This is an optimization exercise on Yosys and OpenROAD, whose aim is small area, a short achievable clock period and few clock cycles, not a production implementation.
No run shown here included a check of the RTL's function; only the layout flow was run.

**flow/config.mk**
```make
export PLATFORM = sky130hd
export DESIGN_NAME = HT_TOP
export DESIGN_NICKNAME = HT_TOP
export VERILOG_FILES = /design/flow/design.v
export SDC_FILE = /design/flow/constraint.sdc
export NUM_CORES = 4
export LEC_CHECK = 0
export CAP_MARGIN = 20
export CELL_PAD_IN_SITES_DETAIL_PLACEMENT = 2
export CELL_PAD_IN_SITES_GLOBAL_PLACEMENT = 2
export CORE_MARGIN = 2
export CORE_UTILIZATION = 25
export PLACE_DENSITY = 0.3
export SLEW_MARGIN = 20
```
**flow/constraint.sdc**
```tcl
create_clock -name core_clock -period 20.0 [get_ports {clk}]
set_input_delay 4.0000 -clock core_clock [delete_from_list [all_inputs] [get_ports {clk}]]
set_output_delay 4.0000 -clock core_clock [all_outputs]
set_load 0.01 [all_outputs]
```
**flow/design.v**
```verilog
module HT_TOP(
    clk,
    rst_n,
    in_valid,
    in_weight,
    out_mode,
    out_valid,
    out_code
);
input clk, rst_n, in_valid, out_mode;
input [2:0] in_weight;
output out_valid, out_code;
integer i;
reg       iv_r;
reg [2:0] w_in;
reg       mode;
reg [3:0] s;
reg [2:0] ci;
reg       inbody;
reg       ov_r, oc_r;
reg [2:0] w0, w1, w2, w3;
reg [3:0] w4, w5, w6;
reg [4:0] w7;
wire [4:0] w [0:7];
assign w[0] = {2'b0, w0};
assign w[1] = {2'b0, w1};
assign w[2] = {2'b0, w2};
assign w[3] = {2'b0, w3};
assign w[4] = {1'b0, w4};
assign w[5] = {1'b0, w5};
assign w[6] = {1'b0, w6};
assign w[7] = w7;
reg [2:0] pos [0:4];
reg [6:0] c   [0:4];
wire in_ph  = (s[3] == 1'b0) & iv_r;
wire mg_ph  = (s[3] == 1'b1) & (s != 4'd14) & (s != 4'd15);
wire out_ph = (s == 4'd14);
wire upd    = in_ph | mg_ph;
wire [2:0] k = s[2:0];
reg [4:0] x;
always @(*) begin
    if (!s[3]) x = {2'b0, w_in};
    else begin
        case (k)
            3'd0: x = w[0] + w[1];
            3'd1: x = w[1] + w[2];
            3'd2: x = w[2] + w[3];
            3'd3: x = w[3] + w[4];
            3'd4: x = w[4] + w[5];
            default: x = w[5] + w[6];
        endcase
    end
end
reg [8:0] lt;
always @(*) begin
    for (i = 0; i < 8; i = i + 1) begin
        if (!s[3]) lt[i] = (i + s < 8) | (w[i] < x);
        else       lt[i] = (i + 6 < s) | (w[i] < x);
    end
    lt[8] = 1'b0;
end
wire [2:0] p;
assign p[2] = lt[4];
assign p[1] = lt[6] | (lt[2] & ~lt[4]);
assign p[0] = lt[7] | (lt[5] & ~lt[6]) | (lt[3] & ~lt[4]) | (lt[1] & ~lt[2]);
reg [2:0] arr [0:4];
always @(*) begin
    arr[0] = 3'd4;
    arr[1] = mode ? 3'd2 : 3'd5;
    arr[2] = mode ? 3'd5 : 3'd6;
    arr[3] = mode ? 3'd0 : 3'd7;
    arr[4] = mode ? 3'd1 : 3'd3;
end
reg [2:0] npos [0:4];
reg       rem  [0:4];
always @(*) begin
    for (i = 0; i < 5; i = i + 1) begin
        rem[i] = mg_ph & (pos[i] <= k + 3'd1);
        if ((in_ph & (s[2:0] == arr[i])) | rem[i]) npos[i] = p;
        else if (pos[i] <= p) npos[i] = pos[i] - 3'd1;
        else npos[i] = pos[i];
    end
end
wire [6:0] cc   = c[ci];
wire       root_nxt = ~pos[ci + 3'd1][0];
wire       last = inbody ? (cc[6:1] == 6'd1) : (cc == 7'd1);
always @(posedge clk or negedge rst_n) begin
    if (!rst_n) begin
        iv_r <= 1'b0;
        s    <= 4'd0;
        ov_r <= 1'b0;
        oc_r <= 1'b0;
    end else begin
        iv_r <= in_valid;
        if (upd) s <= s + 4'd1;
        if (mg_ph && k == 3'd5) begin
            ov_r <= 1'b1;
            oc_r <= ~npos[0][0];
        end else if (out_ph) begin
            if (last) begin
                if (ci == 3'd4) begin
                    s    <= 4'd0;
                    ov_r <= 1'b0;
                    oc_r <= 1'b0;
                end else
                    oc_r <= root_nxt;
            end else
                oc_r <= inbody ? cc[1] : cc[0];
        end
    end
end
always @(posedge clk) begin
    w_in <= in_weight;
    if (in_valid & ~iv_r) mode <= out_mode;
    if (mg_ph && k == 3'd5) begin
        ci     <= 3'd0;
        inbody <= 1'b0;
    end else if (out_ph) begin
        if (last) begin
            ci     <= ci + 3'd1;
            inbody <= 1'b0;
        end else
            inbody <= 1'b1;
    end
    if (upd) begin
        w0 <= lt[1] ? w[1][2:0] : (lt[0] ? x[2:0] : w0);
        w1 <= lt[2] ? w[2][2:0] : (lt[1] ? x[2:0] : w1);
        w2 <= lt[3] ? w[3][2:0] : (lt[2] ? x[2:0] : w2);
        w3 <= lt[4] ? w[4][2:0] : (lt[3] ? x[2:0] : w3);
        w4 <= lt[5] ? w[5][3:0] : (lt[4] ? x[3:0] : w4);
        w5 <= lt[6] ? w[6][3:0] : (lt[5] ? x[3:0] : w5);
        w6 <= lt[7] ? w[7][3:0] : (lt[6] ? x[3:0] : w6);
        w7 <= lt[7] ? x : w7;
    end
    for (i = 0; i < 5; i = i + 1) begin
        if (upd) pos[i] <= npos[i];
        if (in_ph) c[i] <= 7'd1;
        else if (rem[i]) c[i] <= {c[i][5:0], pos[i] == k};
        else if (out_ph && inbody && !last && ci == i) c[i] <= c[i] >> 1;
    end
end
assign out_valid = ov_r;
assign out_code  = oc_r;
endmodule
```
**flow/run.sh**
```bash
#!/bin/bash
# synth_recipe.tcl (not shown) runs the flow's synth.tcl, then flattens the netlist and writes it again
# the make line also repeats each setting of config.mk as NAME=value (left out here)
make -C /OpenROAD-flow-scripts/flow DESIGN_CONFIG=/design/flow/config.mk WORK_HOME=/design/flow/orfs CLKGATE_MAP_FILE= SYNTH_SCRIPT=/design/flow/synth_recipe.tcl finish
```
==> results.py, run 1 <==
metrics = {
    "run_status": {
        "status": "finished clean",
    },
    "setup_path": {
        "critPathCaptureType": "register",
        "cp.arrival_ns": 8.14,
        "cp_top_family": "compound AO/OA/AOI/OAI gates",
        "critical_path_class": "register to register",
        "setup.worst_path.start_class": "register",
        "crit_required_ns": 20.06,
        "crit_chain": "inv_1 -> ha_1 -> nand2_1 -> mux2_2 -> ha_1 -> fa_1 -> xnor2_1 -> o32ai_1 -> a21oi_1 -> a21oi_1 -> inv_1 -> ha_1 -> o21a_1 -> o211ai_1 -> a211oi_1 -> nand2b_1 -> o2111a_1 -> inv_1 -> ha_1 -> nand2_1 -> a211o_1 -> a32oi_1 -> nand2_1 -> a21oi_1",
        "worst-path-buf-inv": 3,
        "slowest_delay_ns": 0.83,
        "crit_slowest_cell": "dfrtp_1",
        "cp_common_cell": "ha_1",
        "crit_fanout": 20,
    },
    "yosys": {
        "synth_area_sq_um": 6580,
        "synthArstFlopShare": 0.0745,
        "synthFlopType": "edfxtp_1",
        "synth_fp_nets": 782,
        "synth.distinct_cells": 67,
        "yosysWarnings": 6,
        "syn_area_per_cell_sq_um": 9.42,
        "synth_edf_count": 45,
        "synthCells": 698,
        "ys_seq_elements": 94,
        "ys_seq_area_frac": 0.360,
    },
    "final_layout": {
        "fin_nets": 783,
        "n_fill_cell": 2880,
        "postLayoutCoreUtil": 0.282,
        "drive_above_1_share": 0.0866,
        "area_delta_synth_final_pct": 11.0,
        "n_antenna_cell": 0,
        "final-instance-count-excl-fill": 1039,
    },
    "sta": {
        "finalCritPeriodShare": 0.404,
        "finClkSkew_ns": 0.0161,
        "setup_viol_count_final": 0,
        "tns_ns": 0,
        "post-route-min-period_ns": 8.08,
        "final-hold-violation-count": 0,
        "rsz0062_at_grt": "no",
        "final_max_slew_viol_count": 0,
        "max_clock_freq_mhz": 124,
        "worst_pin_slew_ns": 1.10,
        "setup_slack_ns": 11.92,
        "max-slew-margin-rel": 0.265,
    },
    "detailed_routing": {
        "wl_met3_um": 566,
        "drt_iter0_drc": 268,
        "vias": 5446,
        "ant_nets": 0,
        "wire_per_inst_um": 22.9,
        "drt-pass1-iter-count": 4,
        "drc": 0,
        "drt-met1-wl_um": 12400,
        "dr.max_layer_used": "met4",
        "avgViaCountPerCell": 5.24,
        "met2_length_um": 10600,
        "wirelength_um": 23800,
    },
    "die": {
        "dieArea_sq_um": 27600,
        "io_pins": 9,
        "row_count": 59,
        "start_util": 0.254,
        "core_sq_um": 25900,
        "die-height_um": 166,
        "die_w_um": 166,
    },
    "placed_design": {
        "gp_congestion": 0.757,
        "post-place-ws_ns": 11.89,
        "dp_cells": 1023,
        "dp_hpwl_um": 18500,
        "io_buffer_count": 8,
    },
    "grt": {
        "antenna_found_initial": 1,
        "grt_pass1_wl_um": 37600,
        "grt_usage": 0.177,
        "grt_overflow": 0,
        "grt_pass1_vias": 6015,
        "grt_max_degree": 26,
    },
    "cts": {
        "cts_setup_buffers": 0,
        "clkTransAtPathRegs_ns": 0.08,
        "cts-root-buf": "clkbuf_16",
        "clk_path_buf_depth": 2,
        "clock_sinks": 94,
        "clock_latency_ns": 0.36,
        "cts_tree": "built",
        "htree_levels": 3,
        "cts_hold_repair.buffers": 0,
        "cts_buffers": 9,
        "cts_resized": 0,
    },
    "hold_path": {
        "hold_class": "register to register",
    },
    "flow_run": {
        "cap_violations": 0,
    },
}
-- metrics by stage --
step           area [sq um]  hold slack (ns)
3_3_place_gp           7020            0.454
5_1_grt                7300            0.501
2_1_floorplan          6580            0.431
6_report               7300            0.475
4_1_cts                7300            0.482
3_5_place_dp           7020            0.472
-- synthesized netlist by cell type (4+ instances only) --
library cell,n,area share
a211o_1,4,0.0053
a211oi_1,5,0.0057
a21o_1,12,0.014
a21oi_1,71,0.054
a221oi_1,5,0.0067
a22oi_1,17,0.019
a31oi_1,13,0.012
and3_1,4,0.0038
clkbuf_1,20,0.011
dfrtp_1,7,0.027
dfxtp_1,42,0.13
edfxtp_1,45,0.21
fa_1,4,0.012
ha_1,73,0.14
inv_1,43,0.025
mux2_2,24,0.041
mux2i_1,19,0.029
nand2_1,54,0.031
nand3_1,18,0.014
nor2_1,48,0.027
nor2b_1,6,0.0057
nor3_1,10,0.0076
o211ai_1,4,0.0046
o21a_1,9,0.010
o21ai_0,36,0.027
or3_1,4,0.0038
or4_1,5,0.0057
xnor2_1,10,0.013
xor2_1,20,0.027
-- flip-flops by register name, indices dropped and copies added (netlist names), 3 cells and up --
signal / count
w6: 4
w5: 4
ci: 3
w1: 3
c: 35
w2: 3
w7: 5
pos: 15
s: 4
w_in: 3
w4: 4
w3: 3
w0: 3
-- cells in the final DEF, fill, tap and decap left out, drive strengths merged, types with 6 or more instances in the layout --
master / count
a21o: 12
nor3: 10
dfrtp: 7
dfxtp: 42
ha: 73
a31oi: 13
edfxtp: 45
nor2: 48
o21a: 9
xnor2: 10
o21ai: 38
inv: 48
or4: 6
nand3: 18
a22oi: 17
mux2i: 19
a21oi: 72
nor2b: 6
clkdlybuf4s50: 8
xor2: 20
mux2: 24
nand2: 54
buf: 6
clkbuf: 11
-- layer usage --
metal	vias to the layer above	global-route usage
li1	2579	-
met1	2788	0.259
met2	60	0.277
met3	19	0.0219
met4	0	0.0382
met5	-	0
-- path summary, 6_finish.rpt --
path / start / slack [ns] / cells past startpoint / end
max: s[1]$_DFF_PN0_ / 11.92 / 24 / pos[0][2]$_DFFE_PP_
min: c[1][0]$_SDFFE_PP1P_ / 0.47 / 2 / c[1][0]$_SDFFE_PP1P_
min in group asynchronous: rst_n / 3.98 / 1 / s[1]$_DFF_PN0_
max in group asynchronous: rst_n / 15.69 / 1 / iv_r$_DFF_PN0_
min reg2reg: c[1][0]$_SDFFE_PP1P_ / 0.47 / 2 / c[1][0]$_SDFFE_PP1P_
max reg2reg: s[1]$_DFF_PN0_ / 11.92 / 24 / pos[0][2]$_DFFE_PP_
-- cell type report --
cell class                 count  area (sq um)  area share
multi-input combinational    534          3940       0.540
tap                          335           419      0.0574
clock inverter                 5          31.3     0.00429
inverter                      46           173      0.0237
clock buffer                  11           243      0.0333
sequential                    94          2370       0.324
timing repair buffer          14           125      0.0171
-- kinds of logic after synthesis --
logic type | synth area share
AOI/OAI and AO/OA | 0.212
DFF | 0.360
adders and majority gates | 0.157
buffers and inverters | 0.0422
xor gates and xnor gates | 0.0399
and+or+nand+nor | 0.119
muxes | 0.0700
-- tightest hold or removal path, stage by stage, from the launching register on --
cell     delay (ns)
dfxtp_1        0.33
nand2_1        0.06
nand2_1        0.04
==> inputs of run 2 (changes only) <==
--- a/flow/design.v
+++ b/flow/design.v
@@ -39,16 +39,4 @@
 wire [2:0] k = s[2:0];
-reg [4:0] x;
-always @(*) begin
-    if (!s[3]) x = {2'b0, w_in};
-    else begin
-        case (k)
-            3'd0: x = w[0] + w[1];
-            3'd1: x = w[1] + w[2];
-            3'd2: x = w[2] + w[3];
-            3'd3: x = w[3] + w[4];
-            3'd4: x = w[4] + w[5];
-            default: x = w[5] + w[6];
-        endcase
-    end
-end
+reg  [4:0] xr;
+wire [4:0] x = s[3] ? xr : {2'b0, w_in};
 reg [8:0] lt;
@@ -65,2 +53,17 @@
 assign p[0] = lt[7] | (lt[5] & ~lt[6]) | (lt[3] & ~lt[4]) | (lt[1] & ~lt[2]);
+reg [4:0] wm, wm1;
+reg       ltm1;
+always @(*) begin
+    case (s)
+        4'd8:  begin wm = w[2]; wm1 = w[3]; ltm1 = lt[3]; end
+        4'd9:  begin wm = w[3]; wm1 = w[4]; ltm1 = lt[4]; end
+        4'd10: begin wm = w[4]; wm1 = w[5]; ltm1 = lt[5]; end
+        4'd11: begin wm = w[5]; wm1 = w[6]; ltm1 = lt[6]; end
+        4'd12: begin wm = w[6]; wm1 = w[7]; ltm1 = lt[7]; end
+        default: begin wm = w[1]; wm1 = w[2]; ltm1 = lt[2]; end
+    endcase
+end
+wire [4:0] sa = wm + wm1;
+wire [4:0] sb = wm + x;
+wire [4:0] xr_nxt = ltm1 ? sa : sb;
 reg [2:0] arr [0:4];
@@ -113,2 +116,3 @@
     w_in <= in_weight;
+    if (upd) xr <= xr_nxt;
     if (in_valid & ~iv_r) mode <= out_mode;
==> run 2 against run 1 <==
Against the previous run: synthesized cell count up 1.0%; area after synthesis is essentially flat; still clean on timing, DRC and antenna; first-iteration DRC count rose by 13%; critical endpoint is now out_code.
==> results.py, run 2 <==
metrics = {
    "placed_design": {
        "dp_hpwl_um": 18000,
        "placed_area_sq_um": 7000,
        "io_buffer_count": 8,
        "gp_congestion": 0.757,
        "dp_cells": 1029,
    },
    "sta": {
        "setup_viol_count_final": 0,
        "max-slew-margin-rel": 0.275,
        "final_max_slew_viol_count": 0,
        "rsz0062_at_grt": "no",
        "post-route-min-period_ns": 5.29,
        "whs_ns": 0.503,
        "finalCritPeriodShare": 0.264,
        "final-hold-violation-count": 0,
        "max_clock_freq_mhz": 189,
        "worst_pin_slew_ns": 1.08,
        "tns_ns": 0,
        "finClkSkew_ns": 0.00787,
    },
    "cts": {
        "clock_sinks": 96,
        "clk_path_buf_depth": 2,
        "cts_hold_repair.buffers": 0,
        "clkTransAtPathRegs_ns": 0.07,
        "cts-root-buf": "clkbuf_16",
        "clock_latency_ns": 0.36,
        "htree_levels": 3,
        "cts_setup_buffers": 0,
        "cts_buffers": 9,
        "cts_tree": "built",
        "cts_resized": 0,
    },
    "final_layout": {
        "postLayoutCoreUtil": 0.281,
        "final-instance-count-excl-fill": 1045,
        "largest_register": "c",
        "layout_commonest_cell": "a21oi_1",
        "top_regs": "c x35, pos x15",
        "largest_register_ff_count": 35,
        "drive_above_1_share": 0.0831,
        "final_cell_mix": "a21oi_1, ha_1, nor2_1, edfxtp_1, dfxtp_1",
        "final_area_sq_um": 7300,
        "area_delta_synth_final_pct": 10.8,
        "fin_nets": 781,
        "n_fill_cell": 2904,
        "n_antenna_cell": 0,
    },
    "yosys": {
        "yosys.area.top_type": "edfxtp_1",
        "ys_seq_area_frac": 0.369,
        "synthFlopType": "edfxtp_1",
        "yosys.area.top_type_share": 0.214,
        "synth.distinct_cells": 77,
        "ys_seq_elements": 96,
        "syn_area_per_cell_sq_um": 9.34,
        "synth_most_common_cell": "a21oi_1",
        "synth_edf_count": 47,
        "synth_fp_nets": 781,
        "yosysWarnings": 6,
        "synthTopCellsByCount": "a21oi_1, ha_1, nor2_1",
        "synthArstFlopShare": 0.0729,
        "synth.area.top_cells": "edfxtp_1, ha_1, dfxtp_1",
        "synth_area_sq_um": 6580,
        "synthCells": 705,
    },
    "grt": {
        "grt_usage": 0.175,
        "grt_pass1_vias": 5854,
        "antenna_found_initial": 0,
        "grt_pass1_wl_um": 37100,
        "grt_max_degree": 32,
        "grt_overflow": 0,
    },
    "setup_path": {
        "cp.arrival_ns": 1.29,
        "critPathCaptureType": "output pin",
        "crit_chain": "clkdlybuf4s50_1",
        "crit_required_ns": 16.00,
        "rr_worst_depth": 14,
        "worst-path-buf-inv": 1,
        "slowest_delay_ns": 0.55,
        "cp_num_cells": 1,
        "setup.worst_path.start_class": "register",
        "critical_path_class": "register to output pin",
        "crit_fanout": 2,
        "crit_slowest_cell": "clkdlybuf4s50_1",
        "cp_top_family": "buffers and inverters",
    },
    "detailed_routing": {
        "drc": 0,
        "wirelength_um": 23700,
        "avgViaCountPerCell": 5.22,
        "wire_per_inst_um": 22.7,
        "drt_iter0_drc": 303,
        "vias": 5456,
        "drt-pass1-iter-count": 5,
        "ant_nets": 0,
    },
    "die": {
        "dieArea_sq_um": 27600,
        "io_pins": 9,
        "core_sq_um": 26000,
        "die-height_um": 166,
        "start_util": 0.253,
        "row_count": 59,
        "die_w_um": 166,
    },
    "hold_path": {
        "whs_path_depth": 2,
        "hold_class": "register to register",
    },
    "run_status": {
        "status": "finished clean",
    },
    "flow_run": {
        "cap_violations": 0,
    },
}
-- run 2: cell count changes after synthesis, moves of 7 or more --
| cell | previous run | this run |
|---|---|---|
| a31oi_1 | 13 | 6 |
| nand2_1 | 54 | 39 |
| mux2_2 | 24 | 4 |
| nor2_1 | 48 | 66 |
| mux2i_1 | 19 | 30 |
| a21oi_1 | 71 | 89 |
| buf_2 | 0 | 9 |
| o21a_1 | 9 | 1 |
-- run 2: worst paths after layout --
kind / startpoint / endpoint / slack (ns)
min: c[0][5]$_SDFFE_PP0P_ / c[0][5]$_SDFFE_PP0P_ / 0.50
max reg2reg: s[3]$_DFF_PN0_ / oc_r$_DFFE_PN0P_ / 15.29
min in group asynchronous: rst_n / ov_r$_DFFE_PN0P_ / 3.96
max in group asynchronous: rst_n / oc_r$_DFFE_PN0P_ / 15.72
max: oc_r$_DFFE_PN0P_ / out_code / 14.71
min reg2reg: c[0][5]$_SDFFE_PP0P_ / c[0][5]$_SDFFE_PP0P_ / 0.50
-- run 2: logic make-up (layout without fill, tap and decap cells) --
family	after synthesis	in the layout	synth area share
flip-flops	96	96	0.369
AND/OR/NAND/NOR	180	180	0.132
multiplexers	35	35	0.0559
buffers and inverters	72	77	0.0507
XOR/XNOR	25	25	0.0333
adder cells (fa/ha/maj)	69	69	0.132
AO/OA/AOI/OAI	228	228	0.227
-- run 2: final cells by class --
class	instances	area [sq um]	area share
multi-input combinational	537	3820	0.524
sequential	96	2430	0.333
tap	335	419	0.0574
clock buffer	12	249	0.0341
timing repair buffer	22	183	0.0250
inverter	39	146	0.0201
clock inverter	4	50.0	0.00686
-- run 2: metal layers --
| layer | GRT usage | part of all wire | vias up |
|---|---|---|---|
| met2 | 0.273 | 0.45 | 56 |
| li1 | - | - | 2623 |
| met3 | 0.0214 | 0.019 | 16 |
| met5 | 0 | 0 | - |
| met4 | 0.0397 | 0.012 | 0 |
| met1 | 0.259 | 0.52 | 2761 |
-- run 2: worst reg2reg max path, stage by stage (launching register included) --
cell,delay (ns)
dfrtp_1,0.84
nand2_1,0.38
ha_1,0.41
o2111ai_1,0.16
a221oi_2,0.77
o2111a_1,0.48
inv_1,0.23
ha_1,0.24
inv_1,0.05
a21o_1,0.11
a21oi_1,0.06
a31oi_1,0.32
xnor2_1,0.11
mux2i_1,0.29
o22ai_1,0.14
-- run 2: metrics by stage --
stage,worst slack (ns)
4_1_cts,14.69
6_report,14.71
5_1_grt,14.68
2_1_floorplan,15.59
3_3_place_gp,15.09
3_5_place_dp,15.07

-- afterwards: timing with drivers on the ports --
The results above use ideal ports. As a check the final layouts listed here were re-extracted and re-timed, cells and wires unchanged.
Step 1 assumes that a clkbuf_16 drives the clock port and a buf_2 every other input.
Step 2 moves the port delays by t, midway between the first and last clock arrival at a register: inputs arrive t later, outputs are due t later. That takes back most of the time a late clock gives input paths.
Slacks: no drivers / after step 1 / after step 2; pairs: no drivers / after step 1.
run | t, ns | setup WS [ns] | worst setup path at the end | worst data-port slew with drivers (ns)
run 1 | 0.396 | 11.915 / 11.915 / 11.915 | register to register | 0.03
run 2 | 0.401 | 14.713 / 14.667 / 15.068 | register to output | 0.06
After both steps setup and hold are still met in every run listed.
